Context: an optimization exercise on an open-source flow, tuned for small area. The choices shown serve that exercise and are no tape-out recipe. Only simulation tests tie the RTL to the original design; equivalence was not proved. Power and IR drop assume default switching activity. The flow treats the clock pin as an ideal source, which a real chip does not have.

[design/flow/standard.sh]
#!/bin/bash
# synth_recipe.tcl (not shown) runs the flow's synth.tcl, then flattens the netlist and writes it again
# the make line also repeats each setting of config.mk as NAME=value (left out here)
make -C /OpenROAD-flow-scripts/flow DESIGN_CONFIG=/design/flow/config.mk WORK_HOME=/design/flow/orfs CLKGATE_MAP_FILE= SYNTH_SCRIPT=/design/flow/synth_recipe.tcl "${@:-finish}"
[design/flow/config.mk]
export PLATFORM = sky130hd
export DESIGN_NAME = filters
export DESIGN_NICKNAME = filters
export VERILOG_FILES = /design/flow/design.v
export SDC_FILE = /design/flow/constraint.sdc
export NUM_CORES = 4
export LEC_CHECK = 0
export CAP_MARGIN = 20
export CORE_MARGIN = 2
export CORE_UTILIZATION = 70
export PLACE_DENSITY = 0.8
export SLEW_MARGIN = 20
[design/flow/constraint.sdc]
create_clock -name core_clock -period 12.0 [get_ports {CLK}]
set_input_delay 2.4000 -clock core_clock [delete_from_list [all_inputs] [get_ports {CLK}]]
set_output_delay 2.4000 -clock core_clock [all_outputs]
set_load 0.01 [all_outputs]
[design/flow/design.v]
module mkGreyscale(rgb_in, gry_out);
  input  [23 : 0] rgb_in;
  output [7 : 0] gry_out;
  wire [7 : 0] r = rgb_in[23:16], g = rgb_in[15:8], b = rgb_in[7:0];
  wire [8 : 0] c1, c2;
  wire [7 : 0] s1, s2;
  assign c1[1] = g[0] & b[0];
  genvar i;
  generate
    for (i = 1; i < 8; i = i + 1) begin : add1
      assign s1[i]   = g[i] ^ b[i] ^ c1[i];
      assign c1[i+1] = (g[i] & b[i]) | (c1[i] & (g[i] ^ b[i]));
    end
  endgenerate
  wire [7 : 0] h = {c1[8], s1[7:1]};
  assign c2[1] = h[0] & r[0];
  generate
    for (i = 1; i < 8; i = i + 1) begin : add2
      assign s2[i]   = h[i] ^ r[i] ^ c2[i];
      assign c2[i+1] = (h[i] & r[i]) | (c2[i] & (h[i] ^ r[i]));
    end
  endgenerate
  assign gry_out = {c2[8], s2[7:1]};
endmodule
module mkThreshold(gry_in, threshold, bin_out);
  input  [7 : 0] gry_in;
  input  [7 : 0] threshold;
  output bin_out;
  wire [8 : 0] c;
  assign c[0] = 1'b1;
  genvar i;
  generate
    for (i = 0; i < 8; i = i + 1) begin : cmp
      assign c[i+1] = (gry_in[i] & ~threshold[i]) | (c[i] & (gry_in[i] | ~threshold[i]));
    end
  endgenerate
  assign bin_out = c[8];
endmodule
module mkBlur(CLK, RST_N, ready, seen, working, sh, sh_n, phase, bin_in, blur_out);
  input  CLK;
  input  RST_N;
  input  ready;
  input  seen;
  input  working;
  input  sh;
  input  sh_n;
  input  phase;
  input  bin_in;
  output [3 : 0] blur_out;
  reg [638 : 0] lastRow;
  reg [1 : 0]   lastPxl;
  wire row_bit = sh && seen && (lastRow[638] ^ phase);
  assign blur_out = working ? { row_bit, lastPxl, bin_in } :
                    ready   ? {4{bin_in}} : 4'd0;
  always @(posedge CLK)
  begin
    lastRow <= ~((lastRow | {639{sh}}) &
                 ({lastRow[637 : 0], bin_in ^ phase} | {639{sh_n}}));
    if (!RST_N)
      lastPxl <= 2'd0;
    else if (working)
      lastPxl <= { bin_in, lastPxl[1] };
  end
endmodule
module mkEdge(CLK, ready, seen, working, sh, sh_n, phase, vde, bin_in, bin_out);
  input  CLK;
  input  ready;
  input  seen;
  input  working;
  input  sh;
  input  sh_n;
  input  phase;
  input  vde;
  input  bin_in;
  output bin_out;
  reg [638 : 0] lastRow;
  wire row_bit = sh && seen && (lastRow[638] ^ phase);
  assign bin_out = ready && (working ? (vde && row_bit && !bin_in) : bin_in);
  always @(posedge CLK)
    lastRow <= ~((lastRow | {639{sh}}) &
                 ({lastRow[637 : 0], bin_in ^ phase} | {639{sh_n}}));
endmodule
module mkMix(CLK,
	     RST_N,
	     bin_in,
	     rgb_in,
	     rgb_out);
  input  CLK;
  input  RST_N;
  input  bin_in;
  input  [23 : 0] rgb_in;
  output [23 : 0] rgb_out;
  wire [23 : 0] rgb_out;
  wire [7 : 0] blue__wget, green__wget, red__wget;
  assign rgb_out = { red__wget, green__wget, blue__wget } ;
  assign red__wget = bin_in ? 8'd255 : { 2'd0, rgb_in[23:18] } ;
  assign green__wget = bin_in ? 8'd255 : { 2'd0, rgb_in[15:10] } ;
  assign blue__wget = bin_in ? 8'd255 : { 2'd0, rgb_in[7:2] } ;
endmodule   
module filters
(
	CLK,
	RST,
	HSync,
	VDE,
	Display,
	RGBin,
	Threshold,
	ProcessOut,
	DisplayOut
);
input         CLK;
input         RST;
input         HSync;
input         VDE;
input  [ 5:0] Display;
input  [23:0] RGBin;
input  [ 7:0] Threshold;
output        ProcessOut;
output [23:0] DisplayOut;
	wire [ 7:0] greyOut;
	wire        thresh1Out;
	wire [ 3:0] blur4;
	wire [ 7:0] blurOut = {2{blur4}};
	wire        thresh2Out = &blur4;
	wire        edgeOut;
	wire [23:0] mixOut;
	reg hSyncLast, hSyncLast2, hClk;
	always @(posedge CLK)
	begin
		hSyncLast  <= VDE;
		hSyncLast2 <= hSyncLast;
		hClk       <= hSyncLast && !hSyncLast2;
	end
	localparam [9:0] X0   = 10'b0000000001;
	localparam [9:0] X320 = 10'b1001100000;
	localparam [9:0] X959 = 10'b0000111000;
	localparam [9:0] X960 = 10'b0001110000;
	localparam [9:0] X961 = 10'b0011100001;
	reg        seen, working, sh, sh_n, phase;
	reg  [9:0] x;
	wire       ready   = |x;
	wire       at320   = x == X320;
	wire       at959   = x == X959;
	wire       at960   = x == X960;
	wire [9:0] x_next  = hClk ? X0 : (x == X961) ? x : {x[8:0], x[9] ^ x[6]};
	wire       sh_next = at320 || (sh && !at959);
	always @(posedge CLK)
	begin
		if (!RST) begin
			seen    <= 1'b0;
			working <= 1'b0;
			sh      <= 1'b0;
			sh_n    <= 1'b1;
			phase   <= 1'b0;
			x       <= 10'd0;
		end else begin
			if (hClk && ready) seen <= 1'b1;
			if (at960) working <= 1'b0;
			else if (at320) working <= 1'b1;
			sh      <= sh_next;
			sh_n    <= !sh_next;
			phase   <= !phase;
			x       <= x_next;
		end
	end
	wire s54   = Display[5] | Display[4];
	wire s3    = !s54 && Display[3];
	wire s2    = !s54 && !Display[3] && Display[2];
	wire s1    = !s54 && !Display[3] && !Display[2] && Display[1];
	wire s0    = !s54 && !Display[3] && !Display[2] && !Display[1] && Display[0];
	wire snone = !s54 && !Display[3] && !Display[2] && !Display[1] && !Display[0];
	wire       common = (s54 && edgeOut) || (s3 && thresh2Out) || (s1 && thresh1Out);
	wire [7:0] chan   = {8{common}} | ({8{s2}} & blurOut) | ({8{s0}} & greyOut);
	assign ProcessOut = chan[7] || (snone && greyOut[7]);
	assign DisplayOut = {3{chan}} | ({24{snone}} & RGBin) |
	                    ({24{Display[5]}} & {2'b00, RGBin[23:18], 2'b00, RGBin[15:10], 2'b00, RGBin[7:2]});
	mkGreyscale Greyscale (
		.rgb_in     (RGBin),
		.gry_out    (greyOut)
	);
	mkThreshold Threshold1 (
		.threshold  (Threshold),
		.gry_in     (greyOut),
		.bin_out    (thresh1Out)
	);
	mkBlur Blur (
		.CLK        (CLK),
		.RST_N      (RST),
		.ready      (ready),
		.seen       (seen),
		.working    (working),
		.sh         (sh),
		.sh_n       (sh_n),
		.phase      (phase),
		.bin_in     (thresh1Out),
		.blur_out   (blur4)
	);
	mkEdge Edge (
		.CLK        (CLK),
		.ready      (ready),
		.seen       (seen),
		.working    (working),
		.sh         (sh),
		.sh_n       (sh_n),
		.phase      (phase),
		.vde        (VDE),
		.bin_in     (thresh2Out),
		.bin_out    (edgeOut)
	);
	mkMix Mix (
		.bin_in     (edgeOut),
		.rgb_in     (RGBin),
		.rgb_out    (mixOut)
	);
endmodule
[design/flow/flow/run.sh]
#!/bin/bash
set -euo pipefail
export BUFFER_PORTS_ARGS="-buffer_cell sky130_fd_sc_hd__buf_1"
export CTS_ARGS="-sink_clustering_enable -repair_clock_nets -buf_list sky130_fd_sc_hd__clkbuf_16 -dont_use_dummy_load -sink_clustering_size 33 -sink_clustering_max_diameter 90"
bash standard.sh > standard.log 2>&1
==> out/metrics.cfg, run 1 <==
[outcome]
status = complete, no violations

[critical_path]
reg2reg_slack_ps = 6990
path_common_cell = fa_1
worstSetupEndpointType = primary output
path_cells = buf_1 -> nand2_1 -> fa_1 -> fa_1 -> fa_1 -> fa_1 -> fa_1 -> fa_1 -> fa_1 -> fa_1 -> fa_1 -> a31oi_1 -> nor2_1 -> maj3_2 -> a211oi_2 -> a2bb2oi_4 -> nand2_1 -> buf_1
worst-setup-path-type = in2out
cp-start-kind = primary input
cpLargestDelayFamily = adder cells
arrival_ps = 8230
critPathBufInv = 2
worst_ep_required_time_ps = 9600
crit_fanout = 19
critPathSlowestCell = fa_1
max_stage_delay_ps = 570

[clocking]
ctsHtreeMaxLevel = 2
cts_sinks = 1298
root_buffer = clkbuf_16
post_cts_buffers = 0
holdBufCountCts = 0
cts_resized = 0
cts_made_buffers = 45
clkTransAtPathRegs_ps = 60
worstSkewPairLatency_ps = 600
cts_tree = yes
cts.path.max_buffers = 3

[die]
die_area_um2 = 53910
die_h_um = 232.2
start_util = 0.7091
rows = 83
die_w_um = 232.2
io-pin-count = 67
core_area_um2 = 51410

[global_routing]
track_usage = 0.1987
grt_pass1_vias = 20740
grt_max_degree = 295
antenna_found_initial = 0
grt_first_pass_wirelength_mm = 93.74
grt-ovfl-total = 0

[sta]
max_freq_mhz = 94.06
tightest_slew_ps = 1287
maxSlewViolCount = 0
setup_viol = 0
hold_viol = 0
finClkSkew_ps = 51.64
slew_headroom = 0.1418
fin_tns_setup_ps = 0
post-route-period-util = 0.8860
rsz0062_at_grt = false
fin_crit_ps = 10630
hold_slack_ps = 343.4

[synthesis]
syn_area_per_cell_um2 = 11.88
synthArstFlopShare = 0
synth_seq_cells = 1298
synth_fp_nets = 3123
seq_area_frac_synth = 0.7129
synth_area_um2 = 36450
yosysTopAreaCell = dfxtp_1
yosysTopAreaCellShare = 0.7129
synth-edff-count = 0
synth.most_common_cell = dfxtp_1
netlist_instances = 3067
synthFlopType = dfxtp_1
ys_top_cells_by_count = 1298 x dfxtp_1, 1280 x o22ai_1, 267 x clkbuf_1, 32 x nand2_1, 28 x inv_1
synth.distinct_cells = 44
yosys_warnings = 3
ys_top_cells_by_area = dfxtp_1 71%, o22ai_1 22%, clkbuf_1 2.7%, fa_1 0.77%, a221oi_1 0.36%

[cells_and_area]
syn_to_final_growth_pct = 3.714
diodes = 0
utilization = 0.7354
finalNetCount = 2962
drive_above_1_share = 0.02686
final_area_um2 = 37810

[pwr]
clockPowerShare = 0.292
combPwrFrac = 0.019
internal_power_mw = 5.034
p_total_mw = 6.252
power_frac_seq = 0.689
p_leak_nw = 13.94
switching_share = 0.1949
power_switching_mw = 1.219
power.density_nw_per_um2 = 165.4
irDropWorstVdd_mv = 0.1156

[route]
vias = 22110
post_drt_wl_per_cell_um = 15.20
drt-met1-wl_mm = 27.13
detail-route-antenna-nets = 0
top_layer_used = met4
drtIter0Drc = 1183
wl_met2_mm = 24.86
first_pass_iters = 6
vias_per_cell = 6.168
met3_length_mm = 1.500
drc = 0
drt_wl_total_mm = 54.49

[hold_path]
hp-class = reg2reg

[placement]
gp_congestion = 0.8352
portBuffers = 65
detailed_place_hpwl_mm = 30.77
placed_area_um2 = 36610

[job]
drv_cap = 0

-- sequential cells by signal, summed over array words and instances (netlist names) --
signal / flops
Blur.lastPxl: 2
Blur.lastRow: 639
Edge.lastRow: 639
hClk: 1
hSyncLast: 1
hSyncLast2: 1
phase: 1
seen: 1
sh: 1
sh_n: 1
working: 1
x: 10
-- layout by cell type (no fill, tap or decap), types with 3 or more instances in the layout --
| master | instances |
|---|---|
| a21oi_1 | 12 |
| a221oi_1 | 15 |
| a222oi_1 | 3 |
| a31oi_1 | 6 |
| and2_1 | 7 |
| buf_1 | 65 |
| buf_12 | 3 |
| buf_4 | 10 |
| buf_6 | 4 |
| clkbuf_16 | 45 |
| dfxtp_1 | 1296 |
| fa_1 | 14 |
| inv_1 | 28 |
| nand2_1 | 32 |
| nand3_1 | 8 |
| nand4_1 | 4 |
| nor2_1 | 13 |
| nor2b_1 | 10 |
| nor3_1 | 5 |
| o21ai_0 | 3 |
| o21ai_2 | 4 |
| o22ai_1 | 1280 |
| xnor2_1 | 3 |
-- layout make-up --
cell class,instances,area (um2)
Sequential cell,1298,25990
Inverter,28,105.1
Fill cell,3460,13600
Timing Repair Buffer,84,479.2
Tap cell,680,850.8
Multi-Input combinational cell,1449,9251
Clock buffer,45,1126
-- worst paths after layout --
| check | start | end | cells past startpoint |
|---|---|---|---|
| setup / recovery | RGBin[8] | DisplayOut[7] | 18 |
| hold reg to reg | hSyncLast | hSyncLast2 | 0 |
| setup reg to reg | sh | Blur.lastRow[278] | 5 |
| hold / removal | hSyncLast | hSyncLast2 | 0 |
-- cells by family after synthesis --
group | after synthesis | share of synthesized area
buffers and inverters | 320 | 0.03340
adder cells (fa/ha/maj) | 15 | 0.007998
flip-flops | 1298 | 0.7129
AND/OR/NAND/NOR | 91 | 0.01232
multiplexers | 2 | 0.0005492
XOR/XNOR | 5 | 0.001202
AO/OA/AOI/OAI | 1336 | 0.2317
-- stage by stage --
| stage | std cells | worst slack, ps |
|---|---|---|
| after floorplan | 3067 | 1980 |
| after global placement | 3537 | 1445 |
| after detailed placement | 3537 | 1331 |
| after CTS | 3582 | 1327 |
| after global routing | 3584 | 1056 |
| final | 3584 | 1368 |
-- worst register-to-register path: cells and delay by family (launching register included) --
| kind | cells | cell delay [ps] |
|---|---|---|
| compound gates | 1 | 250 |
| flops | 1 | 960 |
| buf+inv | 4 | 3640 |
-- power groups by stage --
| stage | clock (mW) | sequential [mW] | combinational [mW] |
|---|---|---|---|
| after global placement | 0 | 4.41 | 0.118 |
| after detailed placement | 0 | 4.41 | 0.119 |
| after global routing | 2.02 | 4.31 | 0.131 |
| after floorplan | 0 | 4.41 | 0.0801 |
| after CTS | 1.88 | 4.31 | 0.120 |
| final | 1.83 | 4.31 | 0.119 |
-- metal layers --
metal  global-route usage  vias to the layer above
met2               0.3421                      218
li1                     -                    11440
met5                    0                        -
met3              0.02836                       68
met4              0.04567                        0
met1               0.2667                    10380
==> run 2, diff against run 1 <==
==> design/flow/flow/run.sh (replaced) <==
#!/bin/bash
set -euo pipefail
export BUFFER_PORTS_ARGS="-buffer_cell sky130_fd_sc_hd__buf_1"
export CTS_ARGS="-sink_clustering_enable -repair_clock_nets -dont_use_dummy_load -buf_list sky130_fd_sc_hd__clkbuf_16 -sink_clustering_size 35 -sink_clustering_max_diameter 100"
bash standard.sh > standard.log 2>&1
==> run 2 against run 1 <==
Hold slack better by 3.1 ps; cell area is 0.13% lower; critical path depth did not move; still clean; sequential cell count stayed put; synthesized cell count is the same; via count barely moved; non-clock buffer count is the same; sequential power is essentially flat.
==> out/metrics.cfg, run 2 <==
[global_routing]
grt-ovfl-total = 0
grt_first_pass_wirelength_mm = 93.59
antenna_found_initial = 0
track_usage = 0.1983
grt_max_degree = 295
grt_pass1_vias = 20830

[critical_path]
worstSetupEndpointType = primary output
ff2ff_path_depth = 5
cp-start-kind = primary input
crit_path_start = RGBin[8]
arrival_ps = 8220
path_cells = buf_1 -> nand2_1 -> fa_1 -> fa_1 -> fa_1 -> fa_1 -> fa_1 -> fa_1 -> fa_1 -> fa_1 -> fa_1 -> a31oi_1 -> nor2_1 -> maj3_2 -> a211oi_2 -> a2bb2oi_4 -> nand2_1 -> buf_1
path_depth = 18
reg2reg_slack_ps = 6970
max_stage_delay_ps = 570
crit_end = DisplayOut[7]
worst-setup-path-type = in2out
r2r-end = Blur.lastRow[265]
critPathSlowestCell = fa_1
critPathBufInv = 2
worst_ep_required_time_ps = 9600
crit_fanout = 19
worstReg2RegStart = sh
path_common_cell = fa_1
cpLargestDelayFamily = adder cells

[route]
detail-route-antenna-nets = 0
first_pass_iters = 7
drt_wl_total_mm = 54.18
drtIter0Drc = 1295
vias = 22130
post_drt_wl_per_cell_um = 15.13
vias_per_cell = 6.178
drc = 0

[placement]
dp_slack_ps = 1331
gp_congestion = 0.8352
detailed_place_hpwl_mm = 30.77
place_inst = 3537
portBuffers = 65

[die]
die_w_um = 232.2
start_util = 0.7091
die_area_um2 = 53910
die_h_um = 232.2
rows = 83
core_area_um2 = 51410
io-pin-count = 67

[cells_and_area]
reg_top3 = Blur.lastRow: 639 flops, Edge.lastRow: 639 flops, x: 10 flops
final_common_cell = dfxtp_1
seq_area_um2 = 25990
fin_cells = 3582
fillers = 3471
drive_above_1_share = 0.02619
syn_to_final_growth_pct = 3.577
diodes = 0
final_cell_mix = 1296 x dfxtp_1, 1280 x o22ai_1, 65 x buf_1, 43 x clkbuf_16, 32 x nand2_1
multi_input_area_um2 = 9251
finalNetCount = 2960

[clocking]
root_buffer = clkbuf_16
cts.path.max_buffers = 3
cts_tree = yes
post_cts_buffers = 0
clkTransAtPathRegs_ps = 70
holdBufCountCts = 0
ctsHtreeMaxLevel = 2
cts_made_buffers = 43
worstSkewPairLatency_ps = 610
cts_resized = 0
cts_sinks = 1298

[synthesis]
ys_top_cells_by_area = dfxtp_1 71%, o22ai_1 22%, clkbuf_1 2.7%, fa_1 0.77%, a221oi_1 0.36%
synth-edff-count = 0
yosysTopAreaCell = dfxtp_1
synth_area_um2 = 36450
synth.most_common_cell = dfxtp_1
synth_seq_cells = 1298
synth.distinct_cells = 44
synthFlopType = dfxtp_1
yosysTopAreaCellShare = 0.7129
syn_area_per_cell_um2 = 11.88
ys_top_cells_by_count = 1298 x dfxtp_1, 1280 x o22ai_1, 267 x clkbuf_1, 32 x nand2_1, 28 x inv_1
seq_area_frac_synth = 0.7129
synth_fp_nets = 3123
yosys_warnings = 3
netlist_instances = 3067
synthArstFlopShare = 0

[job]
drv_cap = 0

[sta]
tightest_slew_ps = 1176
post-route-period-util = 0.8850
slew_headroom = 0.2158
fin_tns_setup_ps = 0
fin_crit_ps = 10620
rsz0062_at_grt = false
maxSlewViolCount = 0
max_freq_mhz = 94.16
setup_viol = 0
hold_viol = 0
fin_ws_ps = 1380
finClkSkew_ps = 57.24

[pwr]
irDropWorstVdd_mv = 0.1601
p_leak_nw = 13.91
power.density_nw_per_um2 = 164.5

[outcome]
status = complete, no violations

[hold_path]
whs_path_depth = 0
hp-class = reg2reg

-- run 2: stage by stage --
step           hold WS [ps]    util  power (mW)  cell area [um2]
6_report              346.5  0.7345       6.211            37760
5_1_grt               354.7  0.7345       6.424            37760
4_1_cts               349.9  0.7330       6.274            37680
3_5_place_dp          332.6  0.7121       4.525            36610
3_3_place_gp          330.5  0.7121       4.523            36610
2_1_floorplan         323.5       -       4.486            36450
-- run 2: cells by family after synthesis --
kind of cell,synth area share
simple gates,0.01232
buf+inv,0.03340
flops,0.7129
compound gates,0.2317
mux,0.0005492
xor+xnor,0.001202
fa+ha+maj,0.007998
-- run 2: worst reg2reg max path, stage by stage (launching register included) --
cell and delay (ps):
dfxtp_4 950, buf_4 890, buf_4 940, buf_4 930
buf_4 920, o22ai_1 270
-- run 2: area by class of cell --
class / instances / area share
Clock buffer: 43 / 0.02850
Inverter: 28 / 0.002784
Multi-Input combinational cell: 1449 / 0.2450
Sequential cell: 1298 / 0.6884
Tap cell: 680 / 0.02254
Timing Repair Buffer: 84 / 0.01269
-- run 2: how the worst min path moves through the flow --
stage | startpoint | end
after floorplan | hSyncLast | hSyncLast2
after global placement | hSyncLast | hSyncLast2
after detailed placement | hSyncLast | hSyncLast2
after CTS | hSyncLast | hSyncLast2
after global routing | hSyncLast2 | hClk
final | hSyncLast | hSyncLast2
-- run 2: power by group --
part,total (mW),switching [mW],internal (mW),leakage [nW]
sequential,4.31,0.00100,4.31,10.9
combinational,0.119,0.0740,0.0448,2.44
clock,1.78,1.13,0.654,0.530
-- run 2: routing by layer --
metal	wire length (um)	GRT usage	part of all wire	vias up
li1	-	-	-	11440
met1	26830	0.2633	0.50	10410
met2	24880	0.3448	0.46	216
met3	1490	0.02431	0.027	65
met4	983	0.05188	0.018	0
met5	0	0	0	-
==> run 3, diff against run 2 <==
==> design/flow/flow/run.sh (replaced) <==
#!/bin/bash
set -euo pipefail
export BUFFER_PORTS_ARGS="-buffer_cell sky130_fd_sc_hd__buf_1"
export CTS_ARGS="-sink_clustering_enable -repair_clock_nets -dont_use_dummy_load -buf_list sky130_fd_sc_hd__clkbuf_16 -sink_clustering_size 33 -sink_clustering_max_diameter 90 -tree_buf sky130_fd_sc_hd__clkbuf_8"
bash standard.sh > standard.log 2>&1
==> run 3 against run 2 <==
Still clean on timing, DRC and antenna; clock skew fell by 5.6 ps; core utilization is 0.097 points higher; via count about the same; fmax is 0.11% lower; largest cell class unchanged; largest power group unchanged.
==> out/metrics.cfg, run 3 <==
[route]
drc = 0
drt_wl_total_mm = 54.49
vias_per_cell = 6.168
drtIter0Drc = 1183
vias = 22110
first_pass_iters = 6
post_drt_wl_per_cell_um = 15.20
detail-route-antenna-nets = 0

[critical_path]
crit_fanout = 19
worstReg2RegStart = sh
crit_end = DisplayOut[7]
worst-setup-path-type = in2out
worstSetupEndpointType = primary output
reg2reg_slack_ps = 6990
cp-start-kind = primary input
crit_path_start = RGBin[8]
worst_ep_required_time_ps = 9600
ff2ff_path_depth = 5
arrival_ps = 8230
r2r-end = Blur.lastRow[278]

[cells_and_area]
final_cell_mix = 1296 x dfxtp_1, 1280 x o22ai_1, 65 x buf_1, 45 x clkbuf_16, 32 x nand2_1
final_common_cell = dfxtp_1
syn_to_final_growth_pct = 3.714
finalNetCount = 2962
reg_top3 = Blur.lastRow: 639 flops, Edge.lastRow: 639 flops, x: 10 flops
diodes = 0
drive_above_1_share = 0.02686

[sta]
tightest_slew_ps = 1287
hold_viol = 0
max_freq_mhz = 94.06
post-route-period-util = 0.8860
fin_tns_setup_ps = 0
fin_crit_ps = 10630
slew_headroom = 0.1418
maxSlewViolCount = 0
finClkSkew_ps = 51.64
rsz0062_at_grt = false
setup_viol = 0

[clocking]
cts.path.max_buffers = 3
worstSkewPairLatency_ps = 600
cts_sinks = 1298
cts_tree = yes
cts_resized = 0
cts_made_buffers = 45
holdBufCountCts = 0
ctsHtreeMaxLevel = 2
post_cts_buffers = 0
root_buffer = clkbuf_16
clkTransAtPathRegs_ps = 60

[synthesis]
ys_top_cells_by_area = dfxtp_1 71%, o22ai_1 22%, clkbuf_1 2.7%, fa_1 0.77%, a221oi_1 0.36%
synthArstFlopShare = 0
synth_area_um2 = 36450
seq_area_frac_synth = 0.7129
yosys_warnings = 3
netlist_instances = 3067
syn_area_per_cell_um2 = 11.88
synth_seq_cells = 1298
yosysTopAreaCell = dfxtp_1
synth.most_common_cell = dfxtp_1
synth_fp_nets = 3123
synthFlopType = dfxtp_1
yosysTopAreaCellShare = 0.7129
ys_top_cells_by_count = 1298 x dfxtp_1, 1280 x o22ai_1, 267 x clkbuf_1, 32 x nand2_1, 28 x inv_1
synth-edff-count = 0
synth.distinct_cells = 44

[pwr]
p_leak_nw = 13.94
power.density_nw_per_um2 = 165.4
p_total_mw = 6.252
irDropWorstVdd_mv = 0.1156

[die]
rows = 83
die_h_um = 232.2
io-pin-count = 67
die_area_um2 = 53910
die_w_um = 232.2
start_util = 0.7091
core_area_um2 = 51410

[hold_path]
hold_start = hSyncLast
hp-class = reg2reg
whs_path_depth = 0

[placement]
gp_congestion = 0.8352
portBuffers = 65
detailed_place_hpwl_mm = 30.77

[global_routing]
track_usage = 0.1987
grt_pass1_vias = 20740
grt_max_degree = 295
grt_first_pass_wirelength_mm = 93.74
grt-ovfl-total = 0
antenna_found_initial = 0

[outcome]
status = complete, no violations

[job]
drv_cap = 0

[run 3: cell counts after synthesis]
Identical to the previous run, type by type.
[run 3: how the worst min path moves through the flow]
stage	endpoint	slack, ps
3_5_place_dp	hSyncLast2	330
4_1_cts	hSyncLast2	350
6_report	hSyncLast2	340
2_1_floorplan	hSyncLast2	320
5_1_grt	hSyncLast2	350
3_3_place_gp	hSyncLast2	330
[run 3: power by group]
group | internal [mW] | switching [mW]
logic | 0.0448 | 0.0741
registers | 4.31 | 0.00101
clock network | 0.682 | 1.14
total | 5.03 | 1.22
[run 3: worst max-delay path, cell delays in order]
cell and delay [ps]:
buf_1 120, nand2_1 120, fa_1 400, fa_1 390, fa_1 450, fa_1 400, fa_1 430, fa_1 430
fa_1 430, fa_1 420, fa_1 570, a31oi_1 170, nor2_1 60, maj3_2 330, a211oi_2 360, a2bb2oi_4 460
nand2_1 130, buf_1 160
[run 3: area by class of cell]
| class | instances | area [um2] |
|---|---|---|
| tap | 680 | 850.8 |
| clock buffer | 45 | 1126 |
| sequential | 1298 | 25990 |
| inverter | 28 | 105.1 |
| fill | 3460 | 13600 |
| timing repair buffer | 84 | 479.2 |
| multi-input combinational | 1449 | 9251 |
[run 3: per-stage QoR]
step	cells	utilization	hold slack, ps	worst slack [ps]	area, um2
after floorplan	3067	-	323.5	1980	36450
after global placement	3537	0.7121	330.5	1445	36610
after detailed placement	3537	0.7121	332.6	1331	36610
after CTS	3582	0.7340	347.2	1327	37730
after global routing	3584	0.7354	354.4	1056	37810
final	3584	0.7354	343.4	1368	37810
[run 3: metal layers]
| metal | share of wire | global-route usage | up-vias |
|---|---|---|---|
| li1 | - | - | 11440 |
| met1 | 0.50 | 0.2667 | 10380 |
| met2 | 0.46 | 0.3421 | 218 |
| met3 | 0.028 | 0.02836 | 68 |
| met4 | 0.018 | 0.04567 | 0 |
| met5 | 0 | 0 | - |
[run 3: logic make-up after synthesis]
| logic type | Yosys count | share of synthesized area |
|---|---|---|
| AO/OA/AOI/OAI | 1336 | 0.2317 |
| AND/OR/NAND/NOR | 91 | 0.01232 |
| XOR/XNOR | 5 | 0.001202 |
| flip-flops | 1298 | 0.7129 |
| multiplexers | 2 | 0.0005492 |
| adder cells (fa/ha/maj) | 15 | 0.007998 |
| buffers and inverters | 320 | 0.03340 |
==> run 4, diff against run 3 <==
==> design/flow/flow/run.sh (replaced) <==
#!/bin/bash
set -euo pipefail
export BUFFER_PORTS_ARGS="-buffer_cell sky130_fd_sc_hd__buf_1"
export CTS_ARGS="-sink_clustering_enable -repair_clock_nets -dont_use_dummy_load -buf_list sky130_fd_sc_hd__clkbuf_16 -sink_clustering_size 33 -sink_clustering_max_diameter 90"
bash standard.sh > standard.log 2>&1
--- a/design/flow/config.mk
+++ b/design/flow/config.mk
@@ -7,3 +7,3 @@
 export LEC_CHECK = 0
-export CAP_MARGIN = 20
+export CAP_MARGIN = 0
 export CORE_MARGIN = 2
@@ -11,2 +11,2 @@
 export PLACE_DENSITY = 0.8
-export SLEW_MARGIN = 20
+export SLEW_MARGIN = 0
==> run 4 against run 3 <==
Still clean; sequential power hardly changed; clock power hardly changed; area after synthesis stayed put; critical path depth stayed put; global-route usage stayed put; worst setup slack better by 17 ps.
==> out/metrics.cfg, run 4 <==
[cells_and_area]
final_area_um2 = 37730
drive_above_1_share = 0.02584
reg_top3 = Blur.lastRow: 639 flops, Edge.lastRow: 639 flops, x: 10 flops
diodes = 0
multi_input_area_um2 = 9249
final_cell_mix = 1296 x dfxtp_1, 1280 x o22ai_1, 65 x buf_1, 45 x clkbuf_16, 32 x nand2_1
fillers = 3470
finalNetCount = 2960
syn_to_final_growth_pct = 3.515
fin_cells = 3582
seq_area_um2 = 25990
final_common_cell = dfxtp_1

[global_routing]
busiest_layer = met2
grt_pass1_vias = 20740
grt_max_degree = 295
grtUsageMet3 = 0.02836
grt-ovfl-total = 0
grt_util_met2 = 0.3421
antenna_found_initial = 0
track_usage = 0.1987
grt_first_pass_wirelength_mm = 93.74
grt_util_met1 = 0.2667

[clocking]
cts.path.max_buffers = 3
ctsHtreeMaxLevel = 2
worstSkewPairLatency_ps = 600
cts_sinks = 1298
holdBufCountCts = 0
cts_tree = yes
post_cts_buffers = 0
root_buffer = clkbuf_16
cts_made_buffers = 45
cts_resized = 0
clkTransAtPathRegs_ps = 60

[placement]
placed_area_um2 = 36610
portBuffers = 65
detailed_place_hpwl_mm = 30.77
place_inst = 3537
gp_congestion = 0.8352

[sta]
post-route-period-util = 0.8845
rsz0062_at_grt = false
hold_slack_ps = 343.5
fin_crit_ps = 10610
maxSlewViolCount = 0
slew_headroom = 0.1208
max_freq_mhz = 94.21
setup_viol = 0
hold_viol = 0
fin_tns_setup_ps = 0
finClkSkew_ps = 49.10
tightest_slew_ps = 1314

[critical_path]
crit_path_start = RGBin[8]
worstReg2RegStart = sh
worst_ep_required_time_ps = 9600
cp-start-kind = primary input
reg2reg_slack_ps = 6980
crit_fanout = 19
arrival_ps = 8210
ff2ff_path_depth = 5
worst-setup-path-type = in2out
worstSetupEndpointType = primary output

[pwr]
switching_share = 0.1945
power.density_nw_per_um2 = 165.6
p_total_mw = 6.249
power_switching_mw = 1.216
power_frac_seq = 0.689
internal_power_mw = 5.033
clockPowerShare = 0.292
combPwrFrac = 0.019
p_leak_nw = 13.91
irDropWorstVdd_mv = 0.1156

[route]
drc = 0
vias_per_cell = 6.169
vias = 22100
first_pass_iters = 7
detail-route-antenna-nets = 0
drtIter0Drc = 1173
post_drt_wl_per_cell_um = 15.15
drt_wl_total_mm = 54.25

[hold_path]
whs_path_depth = 0
hp-class = reg2reg
hold_start = hSyncLast

[synthesis]
ys_top_cells_by_area = dfxtp_1 71%, o22ai_1 22%, clkbuf_1 2.7%, fa_1 0.77%, a221oi_1 0.36%
synthFlopType = dfxtp_1
yosys_warnings = 3
seq_area_frac_synth = 0.7129
synth.distinct_cells = 44
synth_seq_cells = 1298
ys_top_cells_by_count = 1298 x dfxtp_1, 1280 x o22ai_1, 267 x clkbuf_1, 32 x nand2_1, 28 x inv_1
netlist_instances = 3067
synth.most_common_cell = dfxtp_1
synth_fp_nets = 3123
synth_area_um2 = 36450
synth-edff-count = 0
yosysTopAreaCell = dfxtp_1
yosysTopAreaCellShare = 0.7129
syn_area_per_cell_um2 = 11.88
synthArstFlopShare = 0

[die]
start_util = 0.7091
die_w_um = 232.2
io-pin-count = 67
die_h_um = 232.2
core_area_um2 = 51410
rows = 83
die_area_um2 = 53910

[job]
drv_cap = 0

[outcome]
status = complete, no violations

[run 4: kinds of logic after synthesis]
kind of cell / synth area share
AO/OA/AOI/OAI: 0.2317
adder cells (fa/ha/maj): 0.007998
XOR/XNOR: 0.001202
flip-flops: 0.7129
AND/OR/NAND/NOR: 0.01232
buffers and inverters: 0.03340
multiplexers: 0.0005492
[run 4: final timing paths]
check,to
setup reg to reg,Blur.lastRow[281]
hold / removal,hSyncLast2
hold reg to reg,hSyncLast2
setup / recovery,DisplayOut[7]
[run 4: per-layer routing]
metal	up-vias	routed length, um	part of all wire
li1	11430	-	-
met1	10400	26870	0.50
met2	204	24930	0.46
met3	61	1516	0.028
met4	0	933	0.017
met5	-	0	0
[run 4: power by group through the flow]
stage | clock [mW] | combinational [mW] | sequential, mW
3_3_place_gp | 0 | 0.118 | 4.41
3_5_place_dp | 0 | 0.119 | 4.41
5_1_grt | 2.02 | 0.131 | 4.31
6_report | 1.82 | 0.119 | 4.31
4_1_cts | 1.88 | 0.120 | 4.31
2_1_floorplan | 0 | 0.0801 | 4.41
[run 4: through the flow]
| step | utilization | setup slack [ps] |
|---|---|---|
| global placement | 0.7121 | 1445 |
| detailed placement | 0.7121 | 1331 |
| CTS | 0.7340 | 1327 |
| floorplan | - | 1980 |
| finish | 0.7340 | 1386 |
| global route | 0.7340 | 1056 |
[run 4: cell type report]
type | instances | area share
multi-input cells | 1449 | 0.2451
repair buffers | 82 | 0.01084
well taps | 680 | 0.02255
clock buffers | 45 | 0.02984
flip-flops and latches | 1298 | 0.6889
inverters | 28 | 0.002785
[run 4: critical path, stage by stage]
cell	delay [ps]
buf_1	120
nand2_1	120
fa_1	400
fa_1	390
fa_1	450
fa_1	400
fa_1	430
fa_1	430
fa_1	430
fa_1	420
fa_1	560
a31oi_1	170
nor2_1	60
maj3_2	330
a211oi_2	370
a2bb2oi_4	460
nand2_1	120
buf_1	150
==> run 5, diff against run 4 <==
==> design/flow/flow/run.sh (replaced) <==
#!/bin/bash
set -euo pipefail
export BUFFER_PORTS_ARGS="-buffer_cell sky130_fd_sc_hd__buf_1"
export CTS_ARGS="-sink_clustering_enable -repair_clock_nets -dont_use_dummy_load -buf_list sky130_fd_sc_hd__clkbuf_16 -sink_clustering_size 33 -sink_clustering_max_diameter 90 -sink_clustering_levels 1"
bash standard.sh > standard.log 2>&1
--- a/design/flow/config.mk
+++ b/design/flow/config.mk
@@ -7,3 +7,3 @@
 export LEC_CHECK = 0
-export CAP_MARGIN = 0
+export CAP_MARGIN = 20
 export CORE_MARGIN = 2
@@ -11,2 +11,2 @@
 export PLACE_DENSITY = 0.8
-export SLEW_MARGIN = 0
+export SLEW_MARGIN = 20
==> run 5 against run 4 <==
Still clean on timing, DRC and antenna; sequential power about the same; clock-buffer cell count unchanged; area after synthesis stayed put; routed wire length up 0.44%.
==> out/metrics.cfg, run 5 <==
[outcome]
status = complete, no violations

[global_routing]
track_usage = 0.1987
antenna_found_initial = 0
grt_first_pass_wirelength_mm = 93.74
grt-ovfl-total = 0
grt_max_degree = 295
grt_pass1_vias = 20740

[sta]
finClkSkew_ps = 51.64
fin_crit_ps = 10630
maxSlewViolCount = 0
setup_viol = 0
tightest_slew_ps = 1287
fin_ws_ps = 1368
rsz0062_at_grt = false
max_freq_mhz = 94.06
fin_tns_setup_ps = 0
slew_headroom = 0.1418
hold_viol = 0
post-route-period-util = 0.8860

[cells_and_area]
final_cell_mix = 1296 x dfxtp_1, 1280 x o22ai_1, 65 x buf_1, 45 x clkbuf_16, 32 x nand2_1
drive_above_1_share = 0.02686
fillers = 3460
syn_to_final_growth_pct = 3.714
final_area_um2 = 37810
multi_input_area_um2 = 9251
diodes = 0
final_common_cell = dfxtp_1
seq_area_um2 = 25990
reg_top3 = Blur.lastRow: 639 flops, Edge.lastRow: 639 flops, x: 10 flops
finalNetCount = 2962

[clocking]
clkTransAtPathRegs_ps = 60
holdBufCountCts = 0
cts.path.max_buffers = 3
post_cts_buffers = 0
ctsHtreeMaxLevel = 2
cts_resized = 0
worstSkewPairLatency_ps = 600
cts_sinks = 1298
root_buffer = clkbuf_16
cts_tree = yes
cts_made_buffers = 45

[synthesis]
synth-edff-count = 0
synthArstFlopShare = 0
synth_fp_nets = 3123
seq_area_frac_synth = 0.7129
ys_top_cells_by_count = 1298 x dfxtp_1, 1280 x o22ai_1, 267 x clkbuf_1, 32 x nand2_1, 28 x inv_1
yosysTopAreaCellShare = 0.7129
synth.distinct_cells = 44
syn_area_per_cell_um2 = 11.88
synth_seq_cells = 1298
ys_top_cells_by_area = dfxtp_1 71%, o22ai_1 22%, clkbuf_1 2.7%, fa_1 0.77%, a221oi_1 0.36%
yosysTopAreaCell = dfxtp_1
netlist_instances = 3067
synth_area_um2 = 36450
yosys_warnings = 3
synth.most_common_cell = dfxtp_1
synthFlopType = dfxtp_1

[placement]
placed_area_um2 = 36610
detailed_place_hpwl_mm = 30.77
dp_slack_ps = 1331
portBuffers = 65
gp_congestion = 0.8352

[die]
rows = 83
die_w_um = 232.2
io-pin-count = 67
core_area_um2 = 51410
die_h_um = 232.2
die_area_um2 = 53910
start_util = 0.7091

[route]
detail-route-antenna-nets = 0
drtIter0Drc = 1183
drc = 0
vias = 22110
drt_wl_total_mm = 54.49
vias_per_cell = 6.168
first_pass_iters = 6
post_drt_wl_per_cell_um = 15.20

[critical_path]
critPathSlowestCell = fa_1
worstSetupEndpointType = primary output
max_stage_delay_ps = 570
worst_ep_required_time_ps = 9600
arrival_ps = 8230
crit_fanout = 19
path_common_cell = fa_1
worst-setup-path-type = in2out
cp-start-kind = primary input
path_cells = buf_1 -> nand2_1 -> fa_1 -> fa_1 -> fa_1 -> fa_1 -> fa_1 -> fa_1 -> fa_1 -> fa_1 -> fa_1 -> a31oi_1 -> nor2_1 -> maj3_2 -> a211oi_2 -> a2bb2oi_4 -> nand2_1 -> buf_1

[hold_path]
hp-class = reg2reg

[pwr]
p_leak_nw = 13.94
power.density_nw_per_um2 = 165.4
irDropWorstVdd_mv = 0.1156

[job]
drv_cap = 0

==> run 5: where the power goes <==
part | total (mW) | leakage [nW] | switching [mW] | internal, mW
Clock | 1.83 | 0.555 | 1.14 | 0.682
Sequential | 4.31 | 10.9 | 0.00101 | 4.31
Combinational | 0.119 | 2.44 | 0.0741 | 0.0448
Total | 6.25 | 13.9 | 1.22 | 5.03
==> run 5: cell families after synthesis <==
kind of cell | synth area share
AO/OA/AOI/OAI | 0.2317
flip-flops | 0.7129
buffers and inverters | 0.03340
AND/OR/NAND/NOR | 0.01232
adder cells (fa/ha/maj) | 0.007998
XOR/XNOR | 0.001202
multiplexers | 0.0005492
==> run 5: area by class of cell <==
type,count,area share
sequential,1298,0.6875
multi-input combinational,1449,0.2447
clock buffer,45,0.02979
tap,680,0.02251
timing repair buffer,84,0.01268
inverter,28,0.002780
==> run 5: path summary, 6_finish.rpt <==
path	start	end	slack, ps	cells past startpoint
hold / removal	hSyncLast	hSyncLast2	340	0
setup reg to reg	sh	Blur.lastRow[278]	6990	5
hold reg to reg	hSyncLast	hSyncLast2	340	0
setup / recovery	RGBin[8]	DisplayOut[7]	1370	18
==> run 5: per-stage QoR <==
stage                       util  hold slack, ps  instances  power, mW
after floorplan                -           323.5       3067      4.486
after global routing      0.7354           354.4       3584      6.462
after global placement    0.7121           330.5       3537      4.523
after CTS                 0.7340           347.2       3582      6.304
final                     0.7354           343.4       3584      6.252
after detailed placement  0.7121           332.6       3537      4.525
==> run 5: routing by layer <==
metal  global-route usage  vias up  wire (um)
li1                     -    11440          -
met5                    0        -          0
met3              0.02836       68       1500
met2               0.3421      218      24860
met4              0.04567        0        998
met1               0.2667    10380      27130
==> run 5: critical path: cells and delay by family <==
family	cells	cell delay, ps
and+or+nand+nor	3	310
buffers and inverters	2	280
adders and majority gates	10	4250
AOI/OAI and AO/OA	3	990
==> run 6, diff against run 5 <==
==> design/flow/flow/run.sh (replaced) <==
#!/bin/bash
set -euo pipefail
export BUFFER_PORTS_ARGS="-buffer_cell sky130_fd_sc_hd__buf_1"
export CTS_ARGS="-sink_clustering_enable -repair_clock_nets -dont_use_dummy_load -buf_list sky130_fd_sc_hd__clkbuf_16 -sink_clustering_size 33 -sink_clustering_max_diameter 90 -root_buf sky130_fd_sc_hd__clkbuf_8 -tree_buf sky130_fd_sc_hd__clkbuf_8"
bash standard.sh > standard.log 2>&1
==> run 6 against run 5 <==
Hold slack barely moved; worst setup slack got worse by 16 ps; core utilization fell by 0.10 points; highest routed layer unchanged.
==> out/metrics.cfg, run 6 <==
[outcome]
status = complete, no violations

[synthesis]
synth-edff-count = 0
netlist_instances = 3067
synthFlopType = dfxtp_1
synth.most_common_cell = dfxtp_1
yosysTopAreaCell = dfxtp_1
ys_top_cells_by_area = dfxtp_1 71%, o22ai_1 22%, clkbuf_1 2.7%, fa_1 0.77%, a221oi_1 0.36%
ys_top_cells_by_count = 1298 x dfxtp_1, 1280 x o22ai_1, 267 x clkbuf_1, 32 x nand2_1, 28 x inv_1
synth_fp_nets = 3123
seq_area_frac_synth = 0.7129
yosysTopAreaCellShare = 0.7129
synth_fa_ha_area_frac = 0.007998
yosys_warnings = 3
synth_simple_gate_area_frac = 0.01232
synthArstFlopShare = 0
synth_top_family_by_area = compound AO/OA/AOI/OAI gates
synth.distinct_cells = 44
synthMuxAreaShare = 0.0005492
synth_compound_area_frac = 0.2317
syn_area_per_cell_um2 = 11.88
synth_area_um2 = 36450
synth_seq_cells = 1298
synth-xor-area-share = 0.001201

[critical_path]
worst_ep_required_time_ps = 9600
arrival_ps = 8250
worst-setup-path-type = in2out
worstSetupEndpointType = primary output
path_common_cell = fa_1
max_stage_delay_ps = 570
path_cells = buf_1 -> nand2_1 -> fa_1 -> fa_1 -> fa_1 -> fa_1 -> fa_1 -> fa_1 -> fa_1 -> fa_1 -> fa_1 -> a31oi_1 -> nor2_1 -> maj3_2 -> a211oi_2 -> a2bb2oi_4 -> nand2_1 -> buf_1
crit_fanout = 19
cp-start-kind = primary input
critPathSlowestCell = fa_1

[cells_and_area]
multi_input_area_um2 = 9251
fillers = 3474
seq_area_um2 = 25990
drive_above_1_share = 0.02686
final_cell_mix = 1296 x dfxtp_1, 1280 x o22ai_1, 65 x buf_1, 40 x clkbuf_16, 32 x nand2_1
utilization = 0.7344
finalNetCount = 2962
syn_to_final_growth_pct = 3.566
reg_top3 = Blur.lastRow: 639 flops, Edge.lastRow: 639 flops, x: 10 flops
final_area_um2 = 37750
final_common_cell = dfxtp_1

[clocking]
cts_resized = 0
post_cts_buffers = 0
cts.path.max_buffers = 3
cts_tree = yes
worstSkewPairLatency_ps = 710
clkTransAtPathRegs_ps = 60
holdBufCountCts = 0
cts_sinks = 1298
cts_made_buffers = 45
root_buffer = clkbuf_8
ctsHtreeMaxLevel = 2

[sta]
post-route-period-util = 0.8874
hold_viol = 0
maxSlewViolCount = 0
slew_headroom = 0.1958
rsz0062_at_grt = false
tightest_slew_ps = 1206
fin_crit_ps = 10650
fin_ws_ps = 1352
finClkSkew_ps = 62.22
max_freq_mhz = 93.91
fin_tns_setup_ps = 0
setup_viol = 0
hold_slack_ps = 343.9

[die]
start_util = 0.7091
core_area_um2 = 51410
die_h_um = 232.2
die_w_um = 232.2
die_area_um2 = 53910
io-pin-count = 67
rows = 83

[global_routing]
grt_first_pass_wirelength_mm = 93.55
grt-ovfl-total = 0
grt_max_degree = 295
antenna_found_initial = 1
track_usage = 0.1983
grt_pass1_vias = 20740

[hold_path]
hp-class = reg2reg

[pwr]
internal_power_mw = 4.989
irDropWorstVdd_mv = 0.1152
clockPowerShare = 0.286
combPwrFrac = 0.019
power_frac_seq = 0.695
switching_share = 0.1952
p_leak_nw = 13.91
power.density_nw_per_um2 = 164.2
power_switching_mw = 1.210

[route]
first_pass_iters = 6
detail-route-antenna-nets = 0
post_drt_wl_per_cell_um = 15.15
vias_per_cell = 6.180
drt_wl_total_mm = 54.32
drc = 0
drtIter0Drc = 1238
vias = 22150

[placement]
detailed_place_hpwl_mm = 30.77
placed_area_um2 = 36610
gp_congestion = 0.8352
portBuffers = 65
dp_slack_ps = 1331

[job]
drv_cap = 0

==> run 6: cell families (layout without fill, tap and decap cells) <==
family | count (synthesis) | in the layout
other cells | 0 | 1
xor+xnor | 5 | 5
mux | 2 | 2
buf+inv | 320 | 157
simple gates | 91 | 91
flops | 1298 | 1298
fa+ha+maj | 15 | 15
compound gates | 1336 | 1336
==> run 6: power groups by stage <==
stage          clock network (mW)  registers (mW)  logic, mW
2_1_floorplan                   0            4.41     0.0801
3_3_place_gp                    0            4.41      0.118
3_5_place_dp                    0            4.41      0.119
4_1_cts                      1.83            4.31      0.120
5_1_grt                      1.97            4.31      0.131
6_report                     1.77            4.31      0.119
==> run 6: worst max-delay path, delay by kind of cell <==
family                     cells  cell delay, ps
adders and majority gates     10            4250
AOI/OAI and AO/OA              3            1010
and+or+nand+nor                3             310
buffers and inverters          2             280
==> run 6: per-stage QoR <==
stage / power, mW / instances
after detailed placement: 4.525 / 3537
final: 6.199 / 3585
after global routing: 6.411 / 3585
after CTS: 6.255 / 3582
after global placement: 4.523 / 3537
after floorplan: 4.486 / 3067
==> run 6: final timing paths <==
check | start | to | slack, ps | depth (start not counted)
setup / recovery | RGBin[8] | DisplayOut[7] | 1350 | 18
hold / removal | hSyncLast | hSyncLast2 | 340 | 0
setup reg to reg | sh | Blur.lastRow[278] | 6990 | 5
hold reg to reg | hSyncLast | hSyncLast2 | 340 | 0
==> run 6: area by class of cell <==
class                           instances  share of cell area
Tap cell                              680             0.02254
Antenna cell                            1          0.00006629
Timing Repair Buffer                   84             0.01269
Clock buffer                           45             0.02834
Inverter                               28            0.002784
Sequential cell                      1298              0.6885
Multi-Input combinational cell       1449              0.2451
==> run 6: metal layers <==
layer  vias to the layer above  global-route usage  share of wire
li1                      11440                   -              -
met1                     10400              0.2666           0.50
met2                       240              0.3405           0.45
met3                        72             0.02812          0.028
met4                         0             0.04627          0.019
met5                         -                   0              0
==> run 7, diff against run 6 <==
--- a/design/flow/config.mk
+++ b/design/flow/config.mk
@@ -7,3 +7,3 @@
 export LEC_CHECK = 0
-export CAP_MARGIN = 20
+export CAP_MARGIN = 0
 export CORE_MARGIN = 2
@@ -11,2 +11,2 @@
 export PLACE_DENSITY = 0.8
-export SLEW_MARGIN = 20
+export SLEW_MARGIN = 0
==> run 7 against run 6 <==
Still clean on timing, DRC and antenna; global-route usage did not move; hold slack barely moved; first-iteration DRC count rose by 2.5%; via count fell by 0.18%; routed wire length fell by 0.46%; combinational power barely moved; clock-buffer cell count did not move; power barely moved; synthesized cell count did not move; worst setup slack improved by 21 ps; register-to-register slack barely moved; largest power group unchanged; highest routed layer unchanged.
==> out/metrics.cfg, run 7 <==
[job]
drv_cap = 0

[outcome]
status = complete, no violations

[synthesis]
synth_fa_ha_area_frac = 0.007998
ys_top_cells_by_count = 1298 x dfxtp_1, 1280 x o22ai_1, 267 x clkbuf_1, 32 x nand2_1, 28 x inv_1
synth.distinct_cells = 44
synth_area_um2 = 36450
synth_seq_cells = 1298
synth_top_family_by_area = compound AO/OA/AOI/OAI gates
synth-xor-area-share = 0.001201
syn_area_per_cell_um2 = 11.88
synth_fp_nets = 3123
netlist_instances = 3067
synthFlopType = dfxtp_1
seq_area_frac_synth = 0.7129
ys_top_cells_by_area = dfxtp_1 71%, o22ai_1 22%, clkbuf_1 2.7%, fa_1 0.77%, a221oi_1 0.36%
synth_compound_area_frac = 0.2317
synthMuxAreaShare = 0.0005492
yosysTopAreaCellShare = 0.7129
yosys_warnings = 3
synth.most_common_cell = dfxtp_1
synth_simple_gate_area_frac = 0.01232
yosysTopAreaCell = dfxtp_1
synth-edff-count = 0
synthArstFlopShare = 0

[route]
drt_wl_total_mm = 54.07
drtIter0Drc = 1269
vias = 22110
drc = 0
first_pass_iters = 7
vias_per_cell = 6.172
detail-route-antenna-nets = 0
post_drt_wl_per_cell_um = 15.09

[global_routing]
grt_first_pass_wirelength_mm = 93.55
track_usage = 0.1983
grt_pass1_vias = 20740
antenna_found_initial = 1
grt-ovfl-total = 0
grt_max_degree = 295

[sta]
hold_viol = 0
finClkSkew_ps = 62.51
rsz0062_at_grt = false
post-route-period-util = 0.8856
tightest_slew_ps = 1326
fin_crit_ps = 10630
slew_headroom = 0.1126
max_freq_mhz = 94.10
fin_ws_ps = 1373
maxSlewViolCount = 0
setup_viol = 0
hold_slack_ps = 343.9
fin_tns_setup_ps = 0

[critical_path]
crit_fanout = 19
path_cells = buf_1 -> nand2_1 -> fa_1 -> fa_1 -> fa_1 -> fa_1 -> fa_1 -> fa_1 -> fa_1 -> fa_1 -> fa_1 -> a31oi_1 -> nor2_1 -> maj3_2 -> a211oi_2 -> a2bb2oi_4 -> nand2_1 -> buf_1
reg2reg_slack_ps = 6980
max_stage_delay_ps = 560
worstReg2RegStart = sh
cp-start-kind = primary input
critPathSlowestCell = fa_1
ff2ff_path_depth = 5
worstSetupEndpointType = primary output
arrival_ps = 8230
worst_ep_required_time_ps = 9600
worst-setup-path-type = in2out
r2r-end = Blur.lastRow[281]
path_common_cell = fa_1

[clocking]
clkTransAtPathRegs_ps = 60
cts.path.max_buffers = 3
cts_made_buffers = 45
ctsHtreeMaxLevel = 2
cts_sinks = 1298
root_buffer = clkbuf_8
cts_tree = yes
worstSkewPairLatency_ps = 710
holdBufCountCts = 0
post_cts_buffers = 0
cts_resized = 0

[cells_and_area]
reg_top3 = Blur.lastRow: 639 flops, Edge.lastRow: 639 flops, x: 10 flops
fillers = 3484
final_area_um2 = 37680
finalNetCount = 2960
final_common_cell = dfxtp_1
final_cell_mix = 1296 x dfxtp_1, 1280 x o22ai_1, 65 x buf_1, 40 x clkbuf_16, 32 x nand2_1
syn_to_final_growth_pct = 3.367
multi_input_area_um2 = 9249
drive_above_1_share = 0.02584
seq_area_um2 = 25990

[pwr]
p_leak_nw = 13.88
power.density_nw_per_um2 = 164.5
internal_power_mw = 4.988
p_total_mw = 6.197
clockPowerShare = 0.286
switching_share = 0.1950
combPwrFrac = 0.019
power_frac_seq = 0.695
irDropWorstVdd_mv = 0.1153
power_switching_mw = 1.208

[placement]
portBuffers = 65
gp_congestion = 0.8352
placed_area_um2 = 36610
dp_slack_ps = 1331
detailed_place_hpwl_mm = 30.77

[hold_path]
hold_start = hSyncLast
whs_path_depth = 0
whs_endpoint = hSyncLast2
hp-class = reg2reg

[die]
start_util = 0.7091
rows = 83
io-pin-count = 67
die_area_um2 = 53910
core_area_um2 = 51410
die_h_um = 232.2
die_w_um = 232.2

-- run 7: kinds of logic (layout without fill, tap and decap cells) --
logic type	Yosys count	count (layout)
AOI/OAI and AO/OA	1336	1336
xor gates and xnor gates	5	5
adders and majority gates	15	15
buffers and inverters	320	155
DFF	1298	1298
muxes	2	2
other	0	1
and+or+nand+nor	91	91
-- run 7: power by group through the flow --
stage | Clock (mW) | Sequential (mW) | Combinational [mW]
floorplan | 0 | 4.41 | 0.0801
global placement | 0 | 4.41 | 0.118
detailed placement | 0 | 4.41 | 0.119
CTS | 1.83 | 4.31 | 0.120
global route | 1.97 | 4.31 | 0.131
finish | 1.77 | 4.31 | 0.119
-- run 7: stage by stage --
stage,util,instances
after CTS,0.7329,3582
final,0.7330,3583
after global placement,0.7121,3537
after detailed placement,0.7121,3537
after global routing,0.7330,3583
after floorplan,-,3067
-- run 7: worst max path at each step --
stage / from / to / slack [ps] / depth (start not counted)
finish: RGBin[8] / DisplayOut[7] / 1370 / 18
global placement: RGBin[1] / ProcessOut / 1450 / 18
floorplan: RGBin[1] / DisplayOut[10] / 1980 / 17
detailed placement: RGBin[8] / DisplayOut[7] / 1330 / 18
global route: RGBin[1] / DisplayOut[7] / 1060 / 18
CTS: RGBin[8] / DisplayOut[7] / 1330 / 18
-- run 7: metal layers --
layer	up-vias	wire, um	global-route usage
li1	11430	-	-
met1	10370	26780	0.2666
met2	237	24720	0.3405
met3	72	1568	0.02812
met4	0	1008	0.04627
met5	-	0	0
-- run 7: worst max-delay path, delay by kind of cell --
family,cells,cell delay (ps)
fa+ha+maj,10,4240
simple gates,3,310
buf+inv,2,270
compound gates,3,990
-- run 7: layout make-up --
cell class,count,area share
clock buffer,45,0.02839
sequential,1298,0.6898
multi-input combinational,1449,0.2455
inverter,28,0.002789
tap,680,0.02258
antenna,1,0.00006641
timing repair buffer,82,0.01086
==> run 8, diff against run 7 <==
--- a/design/flow/config.mk
+++ b/design/flow/config.mk
@@ -7,3 +7,3 @@
 export LEC_CHECK = 0
-export CAP_MARGIN = 0
+export CAP_MARGIN = 10
 export CORE_MARGIN = 2
@@ -11,2 +11,2 @@
 export PLACE_DENSITY = 0.8
-export SLEW_MARGIN = 0
+export SLEW_MARGIN = 10
==> run 8 against run 7 <==
Still clean on timing, DRC and antenna; global-route usage unchanged; cell count about the same; synthesized cell count stayed put; hold slack barely moved; clock power about the same; combinational power is essentially flat.
==> out/metrics.cfg, run 8 <==
[die]
die_w_um = 232.2
io-pin-count = 67
die_h_um = 232.2
die_area_um2 = 53910
core_area_um2 = 51410
start_util = 0.7091
rows = 83

[cells_and_area]
finalNetCount = 2961
drive_above_1_share = 0.02652
final_common_cell = dfxtp_1
final_area_um2 = 37710
fin_cells = 3584
utilization = 0.7336
fillers = 3477
reg_top3 = Blur.lastRow: 639 flops, Edge.lastRow: 639 flops, x: 10 flops
final_cell_mix = 1296 x dfxtp_1, 1280 x o22ai_1, 65 x buf_1, 40 x clkbuf_16, 32 x nand2_1
syn_to_final_growth_pct = 3.450

[route]
vias_per_cell = 6.162
drc = 0
vias = 22090
first_pass_iters = 5
drtIter0Drc = 1250
post_drt_wl_per_cell_um = 15.12
detail-route-antenna-nets = 0
drt_wl_total_mm = 54.20

[critical_path]
worstReg2RegStart = sh
worstSetupEndpointType = primary output
crit_path_start = RGBin[8]
crit_fanout = 19
cp-start-kind = primary input
arrival_ps = 8250
worst-setup-path-type = in2out
worst_ep_required_time_ps = 9600

[synthesis]
synth_area_um2 = 36450
ys_top_cells_by_area = dfxtp_1 71%, o22ai_1 22%, clkbuf_1 2.7%, fa_1 0.77%, a221oi_1 0.36%
seq_area_frac_synth = 0.7129
yosysTopAreaCellShare = 0.7129
synth.distinct_cells = 44
synthArstFlopShare = 0
synth.most_common_cell = dfxtp_1
synthFlopType = dfxtp_1
syn_area_per_cell_um2 = 11.88
synth-edff-count = 0
yosys_warnings = 3
synth_seq_cells = 1298
yosysTopAreaCell = dfxtp_1
synth_fp_nets = 3123
ys_top_cells_by_count = 1298 x dfxtp_1, 1280 x o22ai_1, 267 x clkbuf_1, 32 x nand2_1, 28 x inv_1
netlist_instances = 3067

[sta]
max_freq_mhz = 93.91
fin_tns_setup_ps = 0
post-route-period-util = 0.8874
finClkSkew_ps = 61.98
fin_crit_ps = 10650
rsz0062_at_grt = false
maxSlewViolCount = 0
slew_headroom = 0.2101
hold_viol = 0
tightest_slew_ps = 1185
setup_viol = 0

[clocking]
cts_resized = 0
holdBufCountCts = 0
ctsHtreeMaxLevel = 2
worstSkewPairLatency_ps = 710
root_buffer = clkbuf_8
cts_sinks = 1298
cts_tree = yes
cts.path.max_buffers = 3
cts_made_buffers = 45
clkTransAtPathRegs_ps = 60
post_cts_buffers = 0

[placement]
portBuffers = 65
place_inst = 3537
detailed_place_hpwl_mm = 30.77
placed_area_um2 = 36610
gp_congestion = 0.8352

[job]
drv_cap = 0

[pwr]
power.density_nw_per_um2 = 164.4
irDropWorstVdd_mv = 0.1152
p_leak_nw = 13.90
p_total_mw = 6.198

[global_routing]
track_usage = 0.1983
grt_pass1_vias = 20740
grt_max_degree = 295
grt_first_pass_wirelength_mm = 93.55
antenna_found_initial = 1
grt-ovfl-total = 0

[hold_path]
hold_start = hSyncLast
hp-class = reg2reg

[outcome]
status = complete, no violations

==> run 8: changes by cell type in the layout (fill, tap and decap cells not counted) <==
cell and delta:
nor2_2 +1, buf_16 +1, nor2_1 -1
==> run 8: power by group <==
group	internal (mW)	switching, mW
registers	4.31	0.00101
clock network	0.637	1.13
logic	0.0448	0.0744
total	4.99	1.21
==> run 8: final cells by class <==
type	count	area, um2	share of cell area
antenna	1	2.502	0.00006636
timing repair buffer	83	436.7	0.01158
inverter	28	105.1	0.002787
sequential	1298	25990	0.6893
tap	680	850.8	0.02256
multi-input combinational	1449	9251	0.2453
clock buffer	45	1070	0.02837
==> run 8: cell families after synthesis <==
logic type      count (synthesis)  share of synthesized area
compound gates               1336                     0.2317
flops                        1298                     0.7129
buf+inv                       320                    0.03340
simple gates                   91                    0.01232
fa+ha+maj                      15                   0.007998
xor+xnor                        5                   0.001202
mux                             2                  0.0005492
==> run 8: critical path: stages <==
cell	delay (ps)
buf_1	120
nand2_1	120
fa_1	400
fa_1	390
fa_1	450
fa_1	400
fa_1	430
fa_1	430
fa_1	430
fa_1	420
fa_1	570
a31oi_1	170
nor2_1	60
maj3_2	330
a211oi_2	360
a2bb2oi_4	460
nand2_1	140
buf_1	160
==> run 8: stage by stage <==
stage                     hold WS, ps  setup WS, ps
after floorplan                 323.5          1980
after global placement          330.5          1445
after detailed placement        332.6          1331
after CTS                       347.7          1327
after global routing            354.7          1056
final                           343.9          1351
==> run 8: path summary, 6_finish.rpt <==
check,end,slack [ps],cells after the start
setup / recovery,DisplayOut[9],1350,18
hold / removal,hSyncLast2,340,0
setup reg to reg,Blur.lastRow[281],6950,5
hold reg to reg,hSyncLast2,340,0
==> run 8: routing by layer <==
metal,wire length (um),global-route usage,part of all wire,vias to the layer above
met5,0,0,0,-
met3,1514,0.02812,0.028,69
met4,987,0.04627,0.018,0
met1,26900,0.2666,0.50,10340
met2,24800,0.3405,0.46,227
li1,-,-,-,11450
==> run 9, diff against run 8 <==
==> design/flow/run.sh (new file) <==
#!/bin/bash
# synth_recipe.tcl (not shown) runs the flow's synth.tcl, then flattens the netlist and writes it again
# the make line also repeats each setting of config.mk as NAME=value (left out here)
make -C /OpenROAD-flow-scripts/flow DESIGN_CONFIG=/design/flow/config.mk WORK_HOME=/design/flow/orfs CLKGATE_MAP_FILE= SYNTH_SCRIPT=/design/flow/synth_recipe.tcl finish
--- a/design/flow/config.mk
+++ b/design/flow/config.mk
@@ -7,6 +7,9 @@
 export LEC_CHECK = 0
-export CAP_MARGIN = 10
+export CAP_MARGIN = 20
 export CORE_MARGIN = 2
 export CORE_UTILIZATION = 70
+export CTS_BUF_LIST = sky130_fd_sc_hd__clkbuf_16
+export CTS_CLUSTER_DIAMETER = 80
+export CTS_CLUSTER_SIZE = 30
 export PLACE_DENSITY = 0.8
-export SLEW_MARGIN = 10
+export SLEW_MARGIN = 20
removed: design/flow/flow/run.sh
removed: design/flow/standard.sh
==> run 9 against run 8 <==
Still clean; sequential cell count is the same; area after synthesis is the same; die area is the same; global-route usage grew 0.43 points; sequential power is essentially flat; highest routed layer unchanged; synthesized cell count is the same.
==> out/metrics.cfg, run 9 <==
[sta]
max_freq_mhz = 88.30
slew_headroom = 0.2611
finClkSkew_ps = 18.39
rsz0062_at_grt = false
fin_crit_ps = 11320
hold_viol = 0
maxSlewViolCount = 0
tightest_slew_ps = 1108
fin_ws_ps = 675.1
setup_viol = 0
fin_tns_setup_ps = 0
post-route-period-util = 0.9437

[route]
drtIter0Drc = 1358
detail-route-antenna-nets = 0
first_pass_iters = 5
drc = 0
vias = 22190
drt_wl_total_mm = 55.75
post_drt_wl_per_cell_um = 15.51
vias_per_cell = 6.174

[global_routing]
grt-ovfl-total = 0
grt_max_degree = 311
grt_pass1_vias = 20770
grt_first_pass_wirelength_mm = 95.55
antenna_found_initial = 0
track_usage = 0.2025

[synthesis]
ys_top_cells_by_count = 1298 x dfxtp_1, 1280 x o22ai_1, 267 x clkbuf_1, 32 x nand2_1, 28 x inv_1
synth_area_um2 = 36450
synth.distinct_cells = 44
ys_top_cells_by_area = dfxtp_1 71%, o22ai_1 22%, clkbuf_1 2.7%, fa_1 0.77%, a221oi_1 0.36%
yosysTopAreaCell = dfxtp_1
synth.most_common_cell = dfxtp_1
syn_area_per_cell_um2 = 11.88
yosysTopAreaCellShare = 0.7129
yosys_warnings = 3
synth_seq_cells = 1298
netlist_instances = 3067
synth_fp_nets = 3123
seq_area_frac_synth = 0.7129
synth-edff-count = 0
synthArstFlopShare = 0
synthFlopType = dfxtp_1

[clocking]
cts_sinks = 1298
ctsHtreeMaxLevel = 2
root_buffer = clkbuf_16
cts_tree = yes
cts_resized = 0
cts.path.max_buffers = 3
cts_made_buffers = 49
post_cts_buffers = 0
worstSkewPairLatency_ps = 610
holdBufCountCts = 0
clkTransAtPathRegs_ps = 110

[die]
die_w_um = 232.2
die_area_um2 = 53910
die_h_um = 232.2
core_area_um2 = 51410
rows = 83
start_util = 0.7091
io-pin-count = 67

[placement]
detailed_place_hpwl_mm = 31.45
placed_area_um2 = 37010
portBuffers = 65
gp_congestion = 0.8117
dp_slack_ps = 625.2

[pwr]
power.density_nw_per_um2 = 166.7
irDropWorstVdd_mv = 0.1967
p_total_mw = 6.400
p_leak_nw = 14.20

[critical_path]
worst-setup-path-type = in2out
cp-start-kind = primary input
worst_ep_required_time_ps = 9600
arrival_ps = 8920
worstSetupEndpointType = primary output
crit_fanout = 19

[hold_path]
hp-class = reg2reg

[cells_and_area]
syn_to_final_growth_pct = 5.344
final_area_um2 = 38400
diodes = 0
drive_above_1_share = 0.02986
reg_top3 = Blur.lastRow: 639 flops, Edge.lastRow: 639 flops, x: 10 flops
final_cell_mix = 1296 x dfxtp_1, 1280 x o22ai_1, 65 x clkdlybuf4s50_1, 51 x clkbuf_16, 32 x nand2_1
finalNetCount = 2967
final_common_cell = dfxtp_1

[job]
drv_cap = 0

[outcome]
status = complete, no violations

run 9: report_power, final:
group          internal, mW  total, mW  switching (mW)
sequential             4.31       4.31         0.00109
clock                 0.771       1.95            1.18
combinational        0.0729      0.147          0.0742
total                  5.15       6.40            1.25
run 9: logic make-up after synthesis:
family	after synthesis	share of synthesized area
compound gates	1336	0.2317
xor+xnor	5	0.001202
fa+ha+maj	15	0.007998
buf+inv	320	0.03340
flops	1298	0.7129
mux	2	0.0005492
simple gates	91	0.01232
run 9: final timing paths:
kind / from / slack (ps) / cells after the start / to
max: RGBin[0] / 680 / 18 / DisplayOut[17]
max reg2reg: sh / 8150 / 4 / Edge.lastRow[293]
min reg2reg: hSyncLast / 360 / 0 / hSyncLast2
min: hSyncLast / 360 / 0 / hSyncLast2
run 9: metal layers:
layer | vias up | GRT usage | share of wire
li1 | 11470 | - | -
met1 | 10460 | 0.2812 | 0.49
met2 | 197 | 0.3379 | 0.46
met3 | 61 | 0.03057 | 0.028
met4 | 0 | 0.04387 | 0.016
met5 | - | 0 | 0
run 9: through the flow:
stage	utilization	hold WS, ps	cells
after floorplan	-	323.5	3067
after detailed placement	0.7200	337.3	3538
after global placement	0.7199	331.1	3538
final	0.7470	355.7	3594
after global routing	0.7470	364.2	3594
after CTS	0.7456	358.1	3592
run 9: worst max-delay path, stage by stage:
cell and delay (ps):
clkdlybuf4s50_1 500, nand2_1 100, fa_1 390, fa_1 380, fa_1 460, fa_1 400
fa_1 420, fa_1 420, fa_1 440, fa_1 430, fa_1 540, a31oi_1 170
nor2_1 60, maj3_2 330, a211oi_2 340, a2bb2oi_4 480, nand2_1 130, clkdlybuf4s50_1 510
run 9: final cells by class:
type / count / area [um2]
Clock buffer: 51 / 1276
Clock inverter: 3 / 42.54
Fill cell: 3362 / 13010
Inverter: 28 / 105.1
Multi-Input combinational cell: 1449 / 9251
Sequential cell: 1298 / 25990
Tap cell: 680 / 850.8
Timing Repair Buffer: 85 / 880.8

-- what the ideal ports hide --
No port has a modelled driver above. Below, the same layouts with a new extraction and two added sets of constraints.
Step 1 assumes that a clkbuf_16 drives the clock port and a buf_2 every other input.
Step 2, shift: input delay + t, output delay - t, t = (earliest + latest rising clock arrival at the registers) / 2. This alone moves slack from input paths to output paths.
Three values: no drivers, after step 1, after step 2; two values: the first two.
run	t, ns	setup slack, ns	hold slack, ns	worst data-port slew with drivers (ns)
run 1	0.645	1.368 / 1.338 / 1.338	0.343 / 0.343 / 0.343	0.05
run 2	0.641	1.380 / 1.350 / 1.350	0.347 / 0.347 / 0.347	0.05
run 3	0.645	1.368 / 1.338 / 1.338	0.343 / 0.343 / 0.343	0.05
run 4	0.645	1.386 / 1.353 / 1.353	0.343 / 0.343 / 0.343	0.05
run 5	0.645	1.368 / 1.338 / 1.338	0.343 / 0.343 / 0.343	0.05
run 6	0.744	1.352 / 1.323 / 1.323	0.344 / 0.344 / 0.344	0.05
run 7	0.742	1.373 / 1.347 / 1.347	0.344 / 0.344 / 0.344	0.05
run 8	0.743	1.351 / 1.321 / 1.321	0.344 / 0.344 / 0.344	0.05
run 9	0.670	0.675 / 0.640 / 0.640	0.356 / 0.356 / 0.356	0.05
After both steps every run listed still meets setup and hold. For run 9, which loses most, drivers alone change the setup slack by -0.035 ns; drivers and shift together by -0.035 ns.
